This design comes from an exercise in tuning for small area and a short achievable clock period on the open sky130 flow, not from production work. In this exercise RTL edits were held to simulation tests only and were not proved equivalent to the original. The flow treats the clock pin as an ideal source, which a real chip does not have. No activity file was given, so power comes from the tool's default toggle rates.

Design top, start of the top module:
module top (
    clk_in,
    rst_in,
    data_in,
    load_weight_in,
    in_valid_in,
    pop_in,
    sum_out
);
parameter WIDTH = 14;
parameter O_CH = 64;
input                            clk_in, rst_in;
input      [9-1:0]               data_in;
input                            load_weight_in;
input                            in_valid_in;
input                            pop_in;
output     [WIDTH-1:0]           sum_out;
reg        [O_CH-1:0]            weight_row_r;     
reg        [O_CH-1:0]            next_row_r;       
wire       [O_CH-1:0]            next2_row;        
reg        [3-1:0]               ctl_count_r;      
reg                              ctl_active_r;     
reg        [4-1:0]               pixel_r;          
reg        [WIDTH-1:0]           out_r;
reg                              cleared_r;        
reg        [9-1:0]               activation_r [1:O_CH-2];
reg                              in_valid_r   [1:O_CH-1];   
wire       [4*WIDTH-1:0]         row_psum  [0:O_CH-1];
wire       [3-1:0]               row_count [0:O_CH-1];
wire       [4-1:0]               row_e     [0:O_CH-1];
wire       [WIDTH-1:0]           row_sum   [0:O_CH-1];
  ...
For scale: roughly 17000 cells after synthesis, ~28 I/O pins.
clock: 13.0 ns
lec_check: 0
cap_margin: 20
core_margin: 2
core_utilization: 36
slew_margin: 20
synth_hierarchical: 1
tns_end_percent: 10
standard.sh (not shown) runs the stock make flow with config.mk's settings and CLKGATE_MAP_FILE= SYNTH_SCRIPT=/design/flow/synth_recipe.tcl, a recipe that flattens the netlist after the stock synthesis.
==> flow/flow/run.sh <==
#!/bin/bash
# Layout: the standard ORFS flow (standard.sh) with these changes to how
# the layout is made; the SDC (clock period, I/O delays, loads) is the standard flow's.
#  - repair_timing aims for extra setup slack, so the achieved period shrinks,
#    and may swap cells across footprints;
#  - the clock tree uses larger sink clusters and no dummy loads;
#  - the port buffers are buf_4 cells.
# ORFS's own logs are in orfs/logs; make's output is in orfs_make.log.
set -euo pipefail
bash standard.sh \
    SETUP_SLACK_MARGIN=9.0 \
    MATCH_CELL_FOOTPRINT=0 \
    BUFFER_PORTS_ARGS="-buffer_cell sky130_fd_sc_hd__buf_4" \
    CTS_ARGS="-sink_clustering_enable -repair_clock_nets -dont_use_dummy_load -sink_clustering_size 22 -sink_clustering_max_diameter 105" \
    finish > orfs_make.log 2>&1
Edit:
--- a/flow/flow/run.sh
+++ b/flow/flow/run.sh
@@ -9,5 +9,5 @@
 set -euo pipefail
 bash standard.sh \
-    SETUP_SLACK_MARGIN=9.0 \
+    SETUP_SLACK_MARGIN=9.3 \
     MATCH_CELL_FOOTPRINT=0 \
     BUFFER_PORTS_ARGS="-buffer_cell sky130_fd_sc_hd__buf_4" \
--- a/flow/config.mk
+++ b/flow/config.mk
@@ -8,6 +8,6 @@
 export CAP_MARGIN = 20
 export CORE_MARGIN = 2
-export CORE_UTILIZATION = 36
+export CORE_UTILIZATION = 40
 export SLEW_MARGIN = 20
 export SYNTH_HIERARCHICAL = 1
-export TNS_END_PERCENT = 10
+export TNS_END_PERCENT = 5
Synthesized cell count is unchanged.
Worst setup slack is better by 240 ps.
Sequential share of layout area is higher by 0.14 points.
First-iteration DRC count is higher by a few percent.
Routed wire length is lower slightly.
Die area is lower by roughly a tenth.
Clock power hardly moves.
Count of clock-buffer cells in the layout is higher by 1.

========
v16:
Another version of the RTL of top (not shown whole).
Size: about 28 I/O pins, ~240000 um^2 of cells after synthesis.
Design top, start of the top module:
module top (
    clk_in,
    rst_in,
    data_in,
    load_weight_in,
    in_valid_in,
    pop_in,
    sum_out
);
clock: 13.0 ns
lec_check: 0
cap_margin: 20
core_margin: 2
core_utilization: 40
slew_margin: 20
synth_hierarchical: 1
tns_end_percent: 10
==> flow/flow/run.sh <==
#!/bin/bash
# Layout: the standard ORFS flow (standard.sh) with these changes to how
# the layout is made; the SDC (clock period, I/O delays, loads) is the standard flow's.
#  - repair_timing aims for extra setup slack, so the achieved period shrinks,
#    and may swap cells across footprints;
#  - the clock tree uses larger sink clusters and no dummy loads;
#  - the port buffers are buf_4 cells;
#  - the timing repair after global routing estimates wires with 30%
#    more capacitance (flow/pessimistic_rc.tcl).
# ORFS's own logs are in orfs/logs; make's output is in orfs_make.log.
set -euo pipefail
bash standard.sh \
    PRE_GLOBAL_ROUTE_TCL="$PWD/flow/pessimistic_rc.tcl" \
    SETUP_SLACK_MARGIN=9.0 \
    MATCH_CELL_FOOTPRINT=0 \
    BUFFER_PORTS_ARGS="-buffer_cell sky130_fd_sc_hd__buf_4" \
    CTS_ARGS="-sink_clustering_enable -repair_clock_nets -dont_use_dummy_load -sink_clustering_size 22 -sink_clustering_max_diameter 105" \
    finish > orfs_make.log 2>&1
==> flow/flow/pessimistic_rc.tcl <==
set rc_scale 1.3
foreach {layer c r} {
  li1  1.499e-04   7.176e-02
  met1 1.72375E-04 8.929e-04
  met2 1.36233E-04 8.929e-04
  met3 2.14962E-04 1.567e-04
  met4 1.48128E-04 1.567e-04
  met5 1.54087E-04 1.781e-05
} {
  set_layer_rc -layer $layer -capacitance [expr {$c * $rc_scale}] -resistance $r
}
set_wire_rc -signal -layer met1
set_wire_rc -clock -layer met3
For v12, these inputs were changed with respect to v16:
- CORE_UTILIZATION now 41, was 40
--- a/flow/flow/run.sh
+++ b/flow/flow/run.sh
@@ -6,5 +6,3 @@
 #  - the clock tree uses larger sink clusters and no dummy loads;
-#  - the port buffers are buf_4 cells;
-#  - the timing repair after global routing estimates wires with 30%
-#    more capacitance (flow/pessimistic_rc.tcl).
+#  - the port buffers are buf_4 cells.
 # ORFS's own logs are in orfs/logs; make's output is in orfs_make.log.
@@ -12,3 +10,2 @@
 bash standard.sh \
-    PRE_GLOBAL_ROUTE_TCL="$PWD/flow/pessimistic_rc.tcl" \
     SETUP_SLACK_MARGIN=9.0 \
removed: flow/flow/pessimistic_rc.tcl
==> comparison <==
Looking at the reports, v12 completed the entire flow and the layout it produced met the timing, DRC and antenna checks.
v16 completed every stage of the flow, and the final layout passed the timing, DRC and antenna checks.
Fmax shrinks by a few percent when moving from v16 to v12.
Non-clock buffer count on v12 is down relative to v16.
The largest clock skew in the final design of v12 falls short of that of v16 by 0.026 ns.
Comparing v16 and v12, the higher die area is on v16.

========
== red ==
top, a different RTL version from the one above (not shown whole).
Size in the first run: about 17,000 cells after synthesis, about 28 I/O pins, roughly 240,000 um2 of cells after synthesis.
clock: 13.0 ns
lec_check: 0
cap_margin: 20
core_margin: 2
core_utilization: 40
slew_margin: 20
synth_hierarchical: 1
tns_end_percent: 30
==> flow/flow/run.sh <==
#!/bin/bash
# Layout: the standard ORFS flow (standard.sh) with these changes to how
# the layout is made; the SDC (clock period, I/O delays, loads) is the standard flow's.
#  - repair_timing aims for extra setup slack, so the achieved period shrinks,
#    and may swap cells across footprints;
#  - the clock tree uses larger sink clusters and no dummy loads;
#  - the port buffers are buf_4 cells.
# ORFS's own logs are in orfs/logs; make's output is in orfs_make.log.
set -euo pipefail
bash standard.sh \
    SETUP_SLACK_MARGIN=9.0 \
    MATCH_CELL_FOOTPRINT=0 \
    BUFFER_PORTS_ARGS="-buffer_cell sky130_fd_sc_hd__buf_4" \
    CTS_ARGS="-sink_clustering_enable -repair_clock_nets -dont_use_dummy_load -sink_clustering_size 22 -sink_clustering_max_diameter 105" \
    finish > orfs_make.log 2>&1
Input-level comparison between blue and red:
- TNS_END_PERCENT now 5, was 30
--- a/flow/flow/run.sh
+++ b/flow/flow/run.sh
@@ -11 +11 @@
-    SETUP_SLACK_MARGIN=9.0 \
+    SETUP_SLACK_MARGIN=9.3 \
## What came out
- Going from red to blue, number of filler cells placed in the layout grows by 0.73%.
- On fraction of cell area in non-clock buffers, the lower figure sits with blue, not red.
- Re cell-internal power: blue is 170 uW down on red.
- Of red and blue, red shows the lower share of total power in sequential cells, with blue above it.
- On time the worst path needs with I/O delays and setup, blue does better than red.

========
## JK
RTL: one of the versions met above, not the one the previous note started from.
For scale: ~17000 cells after synthesis, roughly 28 I/O pins, ~0.24 mm² of cells after synthesis.
==> flow/config.mk <==
export PLATFORM = sky130hd
export DESIGN_NAME = top
export DESIGN_NICKNAME = top
export VERILOG_FILES = /design/flow/design.v
export SDC_FILE = /design/flow/constraint.sdc
export NUM_CORES = 8
export LEC_CHECK = 0
export CAP_MARGIN = 20
export CORE_MARGIN = 2
export CORE_UTILIZATION = 40
export SLEW_MARGIN = 20
export SYNTH_HIERARCHICAL = 1
export TNS_END_PERCENT = 10
==> flow/constraint.sdc <==
create_clock -name core_clock -period 13.0 [get_ports {clk_in}]
set_input_delay 2.6000 -clock core_clock [delete_from_list [all_inputs] [get_ports {clk_in}]]
set_output_delay 2.6000 -clock core_clock [all_outputs]
set_load 0.01 [all_outputs]
==> flow/flow/run.sh <==
#!/bin/bash
# Layout: the standard ORFS flow (standard.sh) with these changes to how
# the layout is made; the SDC (clock period, I/O delays, loads) is the standard flow's.
#  - repair_timing aims for extra setup slack, so the achieved period shrinks,
#    and may swap cells across footprints;
#  - the clock tree uses larger sink clusters and no dummy loads;
#  - the port buffers are buf_4 cells;
#  - the timing repairs after CTS and global routing estimate wires with 30%
#    more capacitance (flow/pessimistic_rc.tcl).
# ORFS's own logs are in orfs/logs; make's output is in orfs_make.log.
set -euo pipefail
bash standard.sh \
    PRE_CTS_TCL="$PWD/flow/pessimistic_rc.tcl" \
    PRE_GLOBAL_ROUTE_TCL="$PWD/flow/pessimistic_rc.tcl" \
    SETUP_SLACK_MARGIN=9.0 \
    MATCH_CELL_FOOTPRINT=0 \
    BUFFER_PORTS_ARGS="-buffer_cell sky130_fd_sc_hd__buf_4" \
    CTS_ARGS="-sink_clustering_enable -repair_clock_nets -dont_use_dummy_load -sink_clustering_size 22 -sink_clustering_max_diameter 105" \
    finish > orfs_make.log 2>&1
==> flow/flow/pessimistic_rc.tcl <==
set rc_scale 1.3
foreach {layer c r} {
  li1  1.499e-04   7.176e-02
  met1 1.72375E-04 8.929e-04
  met2 1.36233E-04 8.929e-04
  met3 2.14962E-04 1.567e-04
  met4 1.48128E-04 1.567e-04
  met5 1.54087E-04 1.781e-05
} {
  set_layer_rc -layer $layer -capacitance [expr {$c * $rc_scale}] -resistance $r
}
set_wire_rc -signal -layer met1
set_wire_rc -clock -layer met3
JK | status: complete | timing, DRC, antenna: pass
Here is what was changed in the inputs of MS compared with JK.
-- flow/flow/run.sh --
<<< JK, line 7
#  - the port buffers are buf_4 cells;
#  - the timing repairs after CTS and global routing estimate wires with 30%
#    more capacitance (flow/pessimistic_rc.tcl).
# ORFS's own logs are in orfs/logs; make's output is in orfs_make.log.
>>> MS, line 7
#  - the port buffers are buf_4 cells;
#  - fanout is limited to 16 from global placement on (flow/max_fanout.tcl).
# ORFS's own logs are in orfs/logs; make's output is in orfs_make.log.
<<< JK, line 12
bash standard.sh \
    PRE_CTS_TCL="$PWD/flow/pessimistic_rc.tcl" \
    PRE_GLOBAL_ROUTE_TCL="$PWD/flow/pessimistic_rc.tcl" \
    SETUP_SLACK_MARGIN=9.0 \
>>> MS, line 11
bash standard.sh \
    PRE_GLOBAL_PLACE_TCL="$PWD/flow/max_fanout.tcl" \
    SETUP_SLACK_MARGIN=9.0 \
==> flow/flow/max_fanout.tcl (new file) <==
set_max_fanout 16 [current_design]
removed: flow/flow/pessimistic_rc.tcl
--- outcome ---
- Every stage of MS finished as expected; the final checks, on the other hand, flagged max-capacitance violations, max-slew violations, which means the layout fails.
- Comparing growth of design area from synthesis to finish for MS and JK, the bigger number came from MS.
- JK → MS: number of logic stages on the critical path including buffering has decreased; met1 wire length fell by 2.3%; leakage dissipation rose about 2.4%.
- MS vs JK on post-CTS setup-driven buffer insertion count: MS is the higher one.
- Comparing MS against JK, there is no change at all in die width.
> inputs changed (MS -> AL)
-- flow/flow/run.sh --
<<< MS, line 6
#  - the clock tree uses larger sink clusters and no dummy loads;
#  - the port buffers are buf_4 cells;
#  - fanout is limited to 16 from global placement on (flow/max_fanout.tcl).
# ORFS's own logs are in orfs/logs; make's output is in orfs_make.log.
>>> AL, line 6
#  - the clock tree uses larger sink clusters and no dummy loads;
#  - the port buffers are buf_4 cells.
# ORFS's own logs are in orfs/logs; make's output is in orfs_make.log.
<<< MS, line 11
bash standard.sh \
    PRE_GLOBAL_PLACE_TCL="$PWD/flow/max_fanout.tcl" \
    SETUP_SLACK_MARGIN=9.0 \
>>> AL, line 10
bash standard.sh \
    SETUP_SLACK_MARGIN=9.0 \
-- flow/config.mk --
<<< MS, line 10
export CORE_UTILIZATION = 40
export SLEW_MARGIN = 20
>>> AL, line 10
export CORE_UTILIZATION = 40
export PLACE_DENSITY = 0.7
export SLEW_MARGIN = 20
removed: flow/flow/max_fanout.tcl
Findings:
Looking at timing endpoint of the critical path, the out_r[11] result is from MS; the out_r[2] one comes from AL. Multi-input logic area delta (MS -> AL): insignificant. Sort AL and MS by fraction of area in multi-input gates, ascending, and MS comes first. AL: done, clean on timing, DRC and antenna. Final antenna diode count was lower in the run labelled AL. Total leakage power on AL is down relative to MS.

========
Starting RTL as in the previous note.
==> flow/config.mk <==
export PLATFORM = sky130hd
export DESIGN_NAME = top
export DESIGN_NICKNAME = top
export VERILOG_FILES = /design/flow/design.v
export SDC_FILE = /design/flow/constraint.sdc
export NUM_CORES = 8
export LEC_CHECK = 0
export CAP_MARGIN = 20
export CORE_MARGIN = 2
export CORE_UTILIZATION = 40
export SLEW_MARGIN = 20
export SYNTH_HIERARCHICAL = 1
export TNS_END_PERCENT = 10
==> flow/constraint.sdc <==
create_clock -name core_clock -period 13.0 [get_ports {clk_in}]
set_input_delay 2.6000 -clock core_clock [delete_from_list [all_inputs] [get_ports {clk_in}]]
set_output_delay 2.6000 -clock core_clock [all_outputs]
set_load 0.01 [all_outputs]
==> flow/flow/run.sh <==
#!/bin/bash
# Layout: the standard ORFS flow (standard.sh) with these changes to how
# the layout is made; the SDC (clock period, I/O delays, loads) is the standard flow's.
#  - repair_timing aims for extra setup slack, so the achieved period shrinks,
#    and may swap cells across footprints;
#  - the clock tree uses larger sink clusters and no dummy loads;
#  - the port buffers are buf_4 cells.
# ORFS's own logs are in orfs/logs; make's output is in orfs_make.log.
set -euo pipefail
bash standard.sh \
    SETUP_SLACK_MARGIN=8.8 \
    MATCH_CELL_FOOTPRINT=0 \
    BUFFER_PORTS_ARGS="-buffer_cell sky130_fd_sc_hd__buf_4" \
    CTS_ARGS="-sink_clustering_enable -repair_clock_nets -dont_use_dummy_load -sink_clustering_size 22 -sink_clustering_max_diameter 105" \
    finish > orfs_make.log 2>&1
The baseline finished with capacitance limit left.
Edit:
--- a/flow/flow/run.sh
+++ b/flow/flow/run.sh
@@ -10,6 +10,6 @@
 bash standard.sh \
-    SETUP_SLACK_MARGIN=8.8 \
+    SETUP_SLACK_MARGIN=9.0 \
     MATCH_CELL_FOOTPRINT=0 \
     BUFFER_PORTS_ARGS="-buffer_cell sky130_fd_sc_hd__buf_4" \
-    CTS_ARGS="-sink_clustering_enable -repair_clock_nets -dont_use_dummy_load -sink_clustering_size 22 -sink_clustering_max_diameter 105" \
+    CTS_ARGS="-sink_clustering_enable -repair_clock_nets -dont_use_dummy_load -sink_clustering_size 24 -sink_clustering_max_diameter 108" \
     finish > orfs_make.log 2>&1
The new run ran to the end with no violations.
Flip-flop and latch count does not change.
Area after synthesis does not change.
Clock skew goes down by 29 ps.
Hold slack gets worse by 22 ps.
Sequential share of layout area goes down by 0.42 points.
Synthesized cell count does not change.
Routed wire length goes up by 1.8%.
Die area stays the same.
Final cell count goes up by 0.31%.

-- what the ideal ports hide --
In the flow no input, the clock included, has a driving cell. The finished layouts below were timed again as built, in two steps.
Step 1, drivers: a clkbuf_16 drives clk_in and a buf_2 each remaining input, both assumed.
Step 2 moves the port delays by t, midway between the first and last clock arrival at a register: inputs arrive t later, outputs are due t later. That takes back most of the time a late clock gives input paths.
a / b / c = ideal / step 1 / step 2; a / b = the first two.
run | t (ns) | setup slack, ns | worst slew at a driven data input, ns
the first run of note 1 | 1.114 | 8.408 / 8.408 / 7.349 | 0.42
the second run of note 1 | 1.131 | 8.645 / 8.108 / 6.976 | 1.06
v16 | 1.100 | 8.681 / 8.497 / 7.397 | 0.53
v12 | 1.091 | 8.495 / 8.365 / 7.274 | 0.62
red | 1.109 | 8.522 / 8.294 / 7.185 | 0.55
blue | 1.107 | 8.586 / 8.330 / 7.224 | 0.62
JK | 1.102 | 8.473 / 8.473 / 7.405 | 0.48
MS | 1.095 | 8.642 / 8.623 / 7.528 | 0.39
AL | 1.092 | 8.420 / 8.420 / 7.409 | 0.54
the first run of note 5 | 1.099 | 8.601 / 8.459 / 7.360 | 0.31
the second run of note 5 | 1.090 | 8.629 / 8.495 / 7.405 | 0.40
The setup slack of the second run of note 1, which loses most, moves by -0.537 ns with the drivers and by -1.669 ns with both steps.
